What follows belongs to an exercise in optimizing a design on an open flow for small area, a short achievable clock period and few clock cycles per item; a production flow would make more cautious choices. Power is estimated from default activity; no workload was simulated.

PW:
## top
module top(input  logic [15:0] data_i,
           input  logic        valid_i,
           input  logic        clk,
           input  logic        rst_n,
           output logic        ready_o,
           output logic        valid_o,
           output logic [31:0] password_o);
For scale: ~800 cells after synthesis, ~87 flip-flops, about 53 I/O pins, ~5700 sq um of cells after synthesis.
==> module top, before the edit <==
module top(input  logic [15:0] data_i,
           input  logic        valid_i,
           input  logic        clk,
           input  logic        rst_n,
           output logic        ready_o,
           output logic        valid_o,
           output logic [31:0] password_o);
    localparam int PW = 25;
    localparam int LO = 6;
    logic        got_n;    
    logic        rdy;      
    logic        tk;       
    logic [15:0] cnt;      
    logic        drain;    
    logic [15:0] x;        
    logic        xv;       
    logic        mv;       
    logic        big;      
    logic        big_in;   
    logic        big_nx;   
    assign ready_o = rdy;
    assign mv      = valid_i & got_n & rdy & rst_n;
    assign big     = xv & ((x[14:12] != 3'd0) || (x[11:0] >= 12'd3200));
    assign big_in  = (data_i[14:12] != 3'd0) || (data_i[11:0] >= 12'd3200);
    assign big_nx  = x[14:0] >= 15'd6400;
    always_ff @(posedge clk) begin
        got_n <= rst_n & (got_n | valid_i);
        tk    <= mv;
        if (big) begin
            x[14:7] <= x[14:7] - 8'd25;
        end else begin
            x  <= data_i;
        end
        xv  <= rst_n & (big | mv);
        rdy <= !rst_n | (big ? !big_nx : !(mv & big_in));
    end
    logic [4:0]  q_h;
    logic [6:0]  r_h;
    always_comb begin
        logic [11:0] t;
        t = x[11:0];
        for (int i = 4; i >= 0; i--) begin
            q_h[i] = t >= (12'd100 << i);
            if (q_h[i]) t = t - (12'd100 << i);
        end
        r_h = t[6:0];
    end
    logic [4:0] q1;
    logic [6:0] r1;
    logic       d1, v1, i1;
    always_ff @(posedge clk) begin
        q1 <= q_h;
        r1 <= r_h;
        d1 <= x[15];
        v1 <= rst_n & xv & !big;
        i1 <= rst_n & big;
    end
    logic [6:0] dial;
    logic [6:0] r;
    logic [7:0] sr, sl;
    logic       hit, hit1;
    logic [6:0] ndial;
    assign r  = v1 ? r1 : 7'd0;
    assign sr = {1'b0, dial} + {1'b0, r};
    assign sl = {1'b0, dial} - {1'b0, r};
    always_comb begin
        if (d1) begin
            hit   = sr >= 8'd100;
            ndial = hit ? 7'(sr - 8'd100) : sr[6:0];
        end else begin
            hit   = (sl[7] || sl == 8'd0) && dial != 7'd0;
            ndial = sl[7] ? 7'(sl + 8'd100) : sl[6:0];
        end
    end
    logic [PW-1:0] pw;
    logic [LO:0]   lo;
    logic          cy;
    logic [PW-LO-1:0] hi_n;
    assign lo = {1'b0, pw[LO-1:0]} + (LO+1)'({i1, v1 ? q1 : 5'd0}) + (LO+1)'(hit1);
    always_comb
        for (int i = 0; i < PW - LO; i++)
            hi_n[i] = pw[LO + i] ^ (cy & &(pw[PW-1:LO] | ~((PW-LO)'((1 << i) - 1))));
    always_ff @(posedge clk) begin
        if (!got_n) begin
            dial <= 7'd50;
            hit1 <= 1'b0;
            cy   <= 1'b0;
            pw   <= '0;
        end else begin
            dial <= ndial;
            hit1 <= hit;
            cy   <= lo[LO];
            pw   <= {hi_n, lo[LO-1:0]};
        end
    end
    always_ff @(posedge clk) begin
        if (!got_n) cnt <= data_i;
        else        cnt <= cnt - {15'd0, tk | drain};
        drain   <= got_n & (drain | (cnt == 16'd0 && !xv));
        valid_o <= rst_n & got_n & drain & (cnt[1:0] == 2'd3);
    end
    assign password_o = {{(32 - PW){1'b0}}, pw};
endmodule
==> flow/config.mk <==
export PLATFORM = sky130hd
export DESIGN_NAME = top
export DESIGN_NICKNAME = top
export VERILOG_FILES = /design/flow/design.v
export SDC_FILE = /design/flow/constraint.sdc
export NUM_CORES = 4
export LEC_CHECK = 0
export ABC_AREA = 1
export CAP_MARGIN = 20
export CORE_MARGIN = 2
export CORE_UTILIZATION = 40
export PLACE_DENSITY = 0.6
export SLEW_MARGIN = 20
==> flow/constraint.sdc <==
create_clock -name core_clock -period 13.0 [get_ports {clk}]
set_input_delay 2.6000 -clock core_clock [delete_from_list [all_inputs] [get_ports {clk}]]
set_output_delay 2.6000 -clock core_clock [all_outputs]
set_load 0.01 [all_outputs]
run.sh (not shown) runs the stock make flow with config.mk's settings and CLKGATE_MAP_FILE= SYNTH_SCRIPT=/design/flow/synth_recipe.tcl, a recipe that flattens the netlist after the stock synthesis.
The following lists how AL was set up differently from PW:
--- a/flow/design.v
+++ b/flow/design.v
@@ -3,13 +3,13 @@
            input  logic        clk,
            input  logic        rst_n,
            output logic        ready_o,
            output logic        valid_o,
            output logic [31:0] password_o);
     localparam int PW = 25;
-    localparam int LO = 6;
+    localparam int LO = 5;
     logic        got_n;    
     logic        rdy;      
     logic        tk;       
     logic [15:0] cnt;      
     logic        drain;    
     logic [15:0] x;        
@@ -17,38 +17,38 @@
     logic        mv;       
     logic        big;      
     logic        big_in;   
     logic        big_nx;   
     assign ready_o = rdy;
     assign mv      = valid_i & got_n & rdy & rst_n;
-    assign big     = xv & ((x[14:12] != 3'd0) || (x[11:0] >= 12'd3200));
-    assign big_in  = (data_i[14:12] != 3'd0) || (data_i[11:0] >= 12'd3200);
-    assign big_nx  = x[14:0] >= 15'd6400;
+    assign big     = xv & ((x[14:11] != 4'd0) || (x[10:0] >= 11'd1600));
+    assign big_in  = (data_i[14:11] != 4'd0) || (data_i[10:0] >= 11'd1600);
+    assign big_nx  = x[14:0] >= 15'd3200;
     always_ff @(posedge clk) begin
         got_n <= rst_n & (got_n | valid_i);
         tk    <= mv;
         if (big) begin
-            x[14:7] <= x[14:7] - 8'd25;
+            x[14:6] <= x[14:6] - 9'd25;
         end else begin
             x  <= data_i;
         end
         xv  <= rst_n & (big | mv);
         rdy <= !rst_n | (big ? !big_nx : !(mv & big_in));
     end
-    logic [4:0]  q_h;
+    logic [3:0]  q_h;
     logic [6:0]  r_h;
     always_comb begin
-        logic [11:0] t;
-        t = x[11:0];
-        for (int i = 4; i >= 0; i--) begin
-            q_h[i] = t >= (12'd100 << i);
-            if (q_h[i]) t = t - (12'd100 << i);
+        logic [10:0] t;
+        t = x[10:0];
+        for (int i = 3; i >= 0; i--) begin
+            q_h[i] = t >= (11'd100 << i);
+            if (q_h[i]) t = t - (11'd100 << i);
         end
         r_h = t[6:0];
     end
-    logic [4:0] q1;
+    logic [3:0] q1;
     logic [6:0] r1;
     logic       d1, v1, i1;
     always_ff @(posedge clk) begin
         q1 <= q_h;
         r1 <= r_h;
         d1 <= x[15];
@@ -73,13 +73,13 @@
         end
     end
     logic [PW-1:0] pw;
     logic [LO:0]   lo;
     logic          cy;
     logic [PW-LO-1:0] hi_n;
-    assign lo = {1'b0, pw[LO-1:0]} + (LO+1)'({i1, v1 ? q1 : 5'd0}) + (LO+1)'(hit1);
+    assign lo = {1'b0, pw[LO-1:0]} + (LO+1)'({i1, v1 ? q1 : 4'd0}) + (LO+1)'(hit1);
     always_comb
         for (int i = 0; i < PW - LO; i++)
             hi_n[i] = pw[LO + i] ^ (cy & &(pw[PW-1:LO] | ~((PW-LO)'((1 << i) - 1))));
     always_ff @(posedge clk) begin
         if (!got_n) begin
             dial <= 7'd50;
## What came out
- Delta(simple logic cell fraction of the synthesized area, AL - PW) < 0
- In AL relative to PW, sequential cell count had gone down slightly.
- For met3 wire length, dividing the value from AL by the value from PW gives 1.5.
- PW ended up with more cell instances than AL did.
- PW → AL: power per standard cell area fell by about 24%, delay contributed by the slowest stage of the critical path rose by 0.11 ns, die area fell by 11%, number of nets in the final layout fell by 115.
- Core utilization for AL is higher than for PW.
- In AL the final cycle utilization of the critical path turned out 4.3 points lower than in PW.
- AL vs PW: overall power down in AL
Function was not checked in any run of this note: the RTL went through the layout flow alone.

what the ideal ports hide:
In the flow no input, the clock included, has a driving cell. The finished layouts below were timed again as built, in two steps. Step 1 sets driving cells, clkbuf_16 on the clock port and buf_2 on the other inputs (assumed; they add their load-dependent delay and slew). Step 2 moves the port delays by t, midway between the first and last clock arrival at a register: inputs arrive t later, outputs are due t later. That takes back most of the time a late clock gives input paths. a / b / c = ideal ports / drivers / drivers and shift; a / b = the first two.
| run | t (ns) | slack for setup (ns) | pins driven straight from the clock port |
|---|---|---|---|
| PW | 0.373 | 8.563 / 8.563 / 8.563 | 1 |
| AL | 0.372 | 9.119 / 9.082 / 9.291 | 1 |
After both steps setup and hold are still met in every run listed.
